This design comes from an exercise in tuning for small area, a short achievable clock period and few clock cycles on the open sky130 flow, not from production work.
Where RTL was checked, it was by simulation tests only, not by an equivalence proof against the original.
The flow treats the clock pin as an ideal source, which a real chip does not have.
Power figures rest on the tool's default switching activity, not on a simulated workload.

Design cpu_pl, start of the top module:
module cpu_pl(
    input clk,
    input rst,
    output [31:0] imem_addr,
    input [31:0] imem_rdata,
    output [31:0] dmem_addr,
    output [31:0] dmem_wdata,
    output [3:0] dmem_wstrb,
    input [31:0] dmem_rdata
);
clock: 10.5 ns
lec_check: 0
cap_margin: 20
core_margin: 2
core_utilization: 50
cts_cluster_diameter: 130
cts_cluster_size: 26
gpl_timing_driven: 1
place_density: 0.58
slew_margin: 20
standard.sh (not shown) runs the stock make flow with config.mk's settings and CLKGATE_MAP_FILE= SYNTH_SCRIPT=/design/flow/synth_recipe.tcl, a recipe that flattens the netlist after the stock synthesis.
==> flow/flow/run.sh <==
#!/bin/bash
# Layout flow: the standard flow (standard.sh), with the port buffers made
# of a fast buffer cell and timing repair aimed below the clock period.
set -euo pipefail
bash standard.sh synth > flow_synth.log 2>&1
bash standard.sh \
    "BUFFER_PORTS_ARGS=-buffer_cell sky130_fd_sc_hd__buf_4" \
    "SETUP_SLACK_MARGIN=7" \
    finish > flow_layout.log 2>&1
Testbench counts at the start, summed over its fixed seeds: cycles 440,911.
Rerun with:
--- a/flow/config.mk
+++ b/flow/config.mk
@@ -8,8 +8,8 @@
 export CAP_MARGIN = 20
 export CORE_MARGIN = 2
-export CORE_UTILIZATION = 50
+export CORE_UTILIZATION = 40
 export CTS_CLUSTER_DIAMETER = 130
 export CTS_CLUSTER_SIZE = 26
 export GPL_TIMING_DRIVEN = 1
-export PLACE_DENSITY = 0.58
+export PLACE_DENSITY = 0.5
 export SLEW_MARGIN = 20
The new run completed with no timing, DRC or antenna violations.
Critical path depth decreases by 1.
Hold slack loses 0.0032 ns.
Synthesized cell count is unchanged.
Sequential power barely changes.
Clock skew falls by 0.029 ns.
Total power rises by about 1.2%.
Non-clock buffer count increases by 59.
Sequential share of layout area decreases by 1.1 points.

========
cpu_pl, a different RTL version from the one above (not shown whole).
Size in the first run: ~5100 cells after synthesis, roughly 1300 flip-flops, about 170 I/O pins, ~0.064 mm^2 of cells after synthesis.
==> flow/config.mk <==
export PLATFORM = sky130hd
export DESIGN_NAME = cpu_pl
export DESIGN_NICKNAME = cpu_pl
export VERILOG_FILES = /design/flow/design.v
export SDC_FILE = /design/flow/constraint.sdc
export NUM_CORES = 8
export LEC_CHECK = 0
export CAP_MARGIN = 10
export CORE_MARGIN = 2
export CORE_UTILIZATION = 40
export CTS_CLUSTER_DIAMETER = 125
export CTS_CLUSTER_SIZE = 24
export GPL_TIMING_DRIVEN = 1
export PLACE_DENSITY = 0.5
export SLEW_MARGIN = 10
export SYNTH_HIERARCHICAL = 1
export SYNTH_MINIMUM_KEEP_SIZE = 0
==> flow/constraint.sdc <==
create_clock -name core_clock -period 10.5 [get_ports {clk}]
set_input_delay 2.1000 -clock core_clock [delete_from_list [all_inputs] [get_ports {clk}]]
set_output_delay 2.1000 -clock core_clock [all_outputs]
set_load 0.01 [all_outputs]
==> flow/flow/run.sh <==
#!/bin/bash
# Layout flow: the standard flow (standard.sh), with the port buffers made
# of a small buffer cell, timing repair aimed below the clock period, and a
# second round of setup repair after clock tree synthesis.
set -euo pipefail
F=$(cd "$(dirname "$0")" && pwd)
bash standard.sh synth > flow_synth.log 2>&1
bash standard.sh \
    "BUFFER_PORTS_ARGS=-buffer_cell sky130_fd_sc_hd__buf_1" \
    "SETUP_SLACK_MARGIN=7" \
    "POST_CTS_TCL=$F/post_cts.tcl" \
    finish > flow_layout.log 2>&1
==> flow/flow/post_cts.tcl <==
# a second round of setup repair after clock tree synthesis
estimate_parasitics -placement
repair_timing -setup -setup_margin $::env(SETUP_SLACK_MARGIN) -repair_tns 100 -max_passes 1000 -verbose
detailed_placement
check_placement -verbose
The baseline produced a clean layout.
Next try:
==> flow/flow/post_cts.tcl (replaced) <==
# a second round of setup repair after clock tree synthesis
estimate_parasitics -placement
repair_timing -setup -setup_margin 7.3 -repair_tns 100 -max_passes 1000 -verbose
detailed_placement
check_placement -verbose
After rerunning: Routed wire length is higher by 2.0%. Worst setup slack gains 37 ps. Power increases by 4.5%.
Function was not checked in any run of this note: the RTL went through the layout flow alone.

========
cpu_pl, a different RTL version from the one above (not shown whole).
For scale: about 5400 cells after synthesis, about 1400 flip-flops, roughly 170 I/O pins, about 0.065 sq mm of cells after synthesis.
clock: 10.5 ns
lec_check: 0
cap_margin: 20
core_margin: 2
core_utilization: 40
cts_cluster_diameter: 120
cts_cluster_size: 22
gpl_timing_driven: 1
place_density: 0.5
slew_margin: 20
==> flow/flow/run.sh <==
#!/bin/bash
# Layout flow: the standard flow (standard.sh), with the port buffers made
# of a fast buffer cell and timing repair aimed below the clock period.
set -euo pipefail
bash standard.sh synth > flow_synth.log 2>&1
bash standard.sh \
    "BUFFER_PORTS_ARGS=-buffer_cell sky130_fd_sc_hd__buf_4" \
    "SETUP_SLACK_MARGIN=7" \
    finish > flow_layout.log 2>&1
Testbench counts at the start, summed over its fixed seeds: cycles 446,765.
Rerun with:
CTS_CLUSTER_DIAMETER = 130   (was 120)
CTS_CLUSTER_SIZE = 26   (was 22)
=> Global-route usage decreases by 0.17 points. Power shrinks by a few percent. Register-to-register slack improved by 0.05 ns. Final cell count is lower slightly. Non-clock buffer count is unchanged. Via count went down slightly.
Rerun with:
--- a/flow/flow/run.sh
+++ b/flow/flow/run.sh
@@ -7,3 +7,3 @@
     "BUFFER_PORTS_ARGS=-buffer_cell sky130_fd_sc_hd__buf_4" \
-    "SETUP_SLACK_MARGIN=7" \
+    "SETUP_SLACK_MARGIN=7.5" \
     finish > flow_layout.log 2>&1
After rerunning: Hold slack improved by 0.0061 ns; global-route usage rises by 0.58 points; flip-flop and latch count is unchanged; clock power stays flat; clock skew falls by 0.019 ns; setup slack improved by 0.087 ns; cell count rises by 1.5%; maximum frequency rises by 2.4%; total power rises by 3.2%.
Rerun with:
--- a/flow/flow/run.sh
+++ b/flow/flow/run.sh
@@ -6,4 +6,4 @@
 bash standard.sh \
-    "BUFFER_PORTS_ARGS=-buffer_cell sky130_fd_sc_hd__buf_4" \
-    "SETUP_SLACK_MARGIN=7.5" \
+    "BUFFER_PORTS_ARGS=-buffer_cell sky130_fd_sc_hd__buf_2" \
+    "SETUP_SLACK_MARGIN=7" \
     finish > flow_layout.log 2>&1
CTS_BUF_LIST = sky130_fd_sc_hd__clkbuf_4 sky130_fd_sc_hd__clkbuf_8   (was not set)
CTS_CLUSTER_DIAMETER = not set   (was 130)
CTS_CLUSTER_SIZE = not set   (was 26)
Result: The changed run ran to the end with no violations; wire length fell by 0.79%; final area is about the same; via count increases by 1.2%; synthesized area stays the same.
Rerun with:
--- a/flow/flow/run.sh
+++ b/flow/flow/run.sh
@@ -6,4 +6,4 @@
 bash standard.sh \
-    "BUFFER_PORTS_ARGS=-buffer_cell sky130_fd_sc_hd__buf_2" \
-    "SETUP_SLACK_MARGIN=7" \
+    "BUFFER_PORTS_ARGS=-buffer_cell sky130_fd_sc_hd__buf_4" \
+    "SETUP_SLACK_MARGIN=6.5" \
     finish > flow_layout.log 2>&1
CTS_BUF_LIST = not set   (was sky130_fd_sc_hd__clkbuf_4 sky130_fd_sc_hd__clkbuf_8)
CTS_CLUSTER_DIAMETER = 120   (was not set)
CTS_CLUSTER_SIZE = 22   (was not set)
The new run completed with no timing, DRC or antenna violations.
Cell count falls by 5.3%.
Register-to-register slack loses 0.31 ns.
Clock skew decreases by 0.015 ns.
Total power is lower by 16%.
Via count fell by 4.1%.
Global-route usage decreases by 0.88 points.
Worst setup slack loses 0.31 ns.
Die area does not change.
Rerun with:
--- a/flow/flow/run.sh
+++ b/flow/flow/run.sh
@@ -7,3 +7,3 @@
     "BUFFER_PORTS_ARGS=-buffer_cell sky130_fd_sc_hd__buf_4" \
-    "SETUP_SLACK_MARGIN=6.5" \
+    "SETUP_SLACK_MARGIN=${MARGIN:-7}" \
     finish > flow_layout.log 2>&1
CTS_CLUSTER_DIAMETER = not set   (was 120)
CTS_CLUSTER_SIZE = not set   (was 22)
Global-route usage rose by 1.0 points.
Area after synthesis does not change.
Worst setup slack improved by 0.23 ns.
Maximum frequency rose by 6.1%.
Design area rose by 7.5%.
Clock power rose by 64%.
Hold slack got worse by 0.022 ns.
Final cell count rose by 3.7%.

========
Setup of run A:
cpu_pl, a different RTL version from the one above (not shown whole).
Size in the first run: about 1300 flip-flops, roughly 170 I/O pins, roughly 65000 um2 of cells after synthesis.
Design cpu_pl, start of the top module:
module cpu_pl(
    input clk,
    input rst,
    output [31:0] imem_addr,
    input [31:0] imem_rdata,
    output [31:0] dmem_addr,
    output [31:0] dmem_wdata,
    output [3:0] dmem_wstrb,
    input [31:0] dmem_rdata
);
clock: 10.5 ns
lec_check: 0
cap_margin: 10
core_margin: 2
core_utilization: 40
cts_cluster_diameter: 125
cts_cluster_size: 24
gpl_routability_driven: 0
gpl_timing_driven: 1
place_density: 0.5
slew_margin: 10
synth_hierarchical: 1
synth_minimum_keep_size: 0
==> flow/flow/run.sh <==
#!/bin/bash
# Layout flow: the standard flow (standard.sh), with the port buffers made
# of a fast buffer cell and timing repair aimed below the clock period.
set -euo pipefail
bash standard.sh synth > flow_synth.log 2>&1
bash standard.sh \
    "BUFFER_PORTS_ARGS=-buffer_cell sky130_fd_sc_hd__buf_4" \
    "SETUP_SLACK_MARGIN=7" \
    finish > flow_layout.log 2>&1
Run A closes out successfully: all stages finished, all timing, DRC and antenna checks passed.
Testbench counts of run A, summed over its fixed seeds: cycles 442,009.
Relative to run A, the following input files were edited for run B:
- clearing GPL_ROUTABILITY_DRIVEN, which used to be 0
### Flow results
Total vias in the final route of run A is on par with run B.
Looking at sequential cell area share, run B sits 0.25 points higher than run A does.
Between run A and run B, the share of the synthesized area in compound gates (AO/OA/AOI/OAI) does not differ in any meaningful way.
On share of total power in combinational logic, run A and run B are neck and neck.
Fmax: run B below run A
There was hardly any difference in layout filler cell count between run B and run A.
The routed via count divided by cell count on run A is in line with that on run B.
The lower register-to-register slack came out of run B.
Diff run A -> run B | total leakage power | decrease of 0.21 nW
Compared with run A, run B shows wire length reported by the detailed router lower by 0.37%.
Against run A, run B reports a data arrival time of the critical path that is higher.
### run B -> run C
- PLACE_DENSITY now 0.6, was 0.5
Notes after the runs:
Across run B and run C, the outcome is the same: a clean finish for every run.
Taking run B as the reference, in run C routed length per instance now smaller, total wire length after detailed routing now smaller, number of cells on the worst reg-to-reg path now smaller, core utilization now larger.
Overall power of the completed layout (higher): run C
Fraction of met3 tracks used by global routing | run C above run B
Run C: met1 track demand over resource lower than run B
| fraction of area in clock buffers and inverters | run C vs run B | ≈ equal |

re-timing with driven ports:
In the flow no input, the clock included, has a driving cell. The finished layouts below were timed again as built, in two steps. Step 1 assumes that a clkbuf_16 drives the clock port and a buf_2 every other input. Step 2 adds t to the input delays and takes it off the output delays; t is the mean of the earliest and latest rising clock arrival at the registers after step 1. Input paths then give back, and output paths get back, about the clock's delay inside the block. Three values: no drivers, after step 1, after step 2; two values: the first two.
| run | shift t [ns] | setup slack, ns | worst data-port slew with drivers (ns) | pins driven straight from the clock port |
|---|---|---|---|---|
| the first run of note 1 | 0.828 | 6.805 / 6.805 / 6.311 | 0.06 | 1 |
| the second run of note 1 | 0.840 | 6.830 / 6.830 / 6.163 | 0.12 | 1 |
| the first run of note 2 | 0.797 | 6.881 / 6.881 / 6.234 | 0.17 | 1 |
| the second run of note 2 | 0.796 | 6.918 / 6.918 / 6.282 | 0.16 | 1 |
| the first run of note 3 | 0.836 | 6.735 / 6.735 / 6.272 | 0.08 | 1 |
| the second run of note 3 | 0.850 | 6.786 / 6.786 / 6.261 | 0.08 | 1 |
| the third run of note 3 | 0.844 | 6.873 / 6.873 / 6.241 | 0.09 | 1 |
| the fourth run of note 3 | 1.067 | 6.777 / 6.762 / 5.944 | 0.08 | 1 |
| the fifth run of note 3 | 0.801 | 6.463 / 6.463 / 5.870 | 0.07 | 1 |
| the sixth run of note 3 | 0.887 | 6.695 / 6.695 / 6.184 | 0.08 | 1 |
| run A | 0.808 | 6.896 / 6.896 / 6.306 | 0.11 | 1 |
| run B | 0.803 | 6.811 / 6.811 / 6.309 | 0.09 | 1 |
| run C | 0.810 | 6.856 / 6.856 / 6.223 | 0.10 | 1 |
After both steps every run listed still meets setup and hold. The setup slack of the fourth run of note 3, which loses most, moves by -0.015 ns with the drivers and by -0.833 ns with both steps.
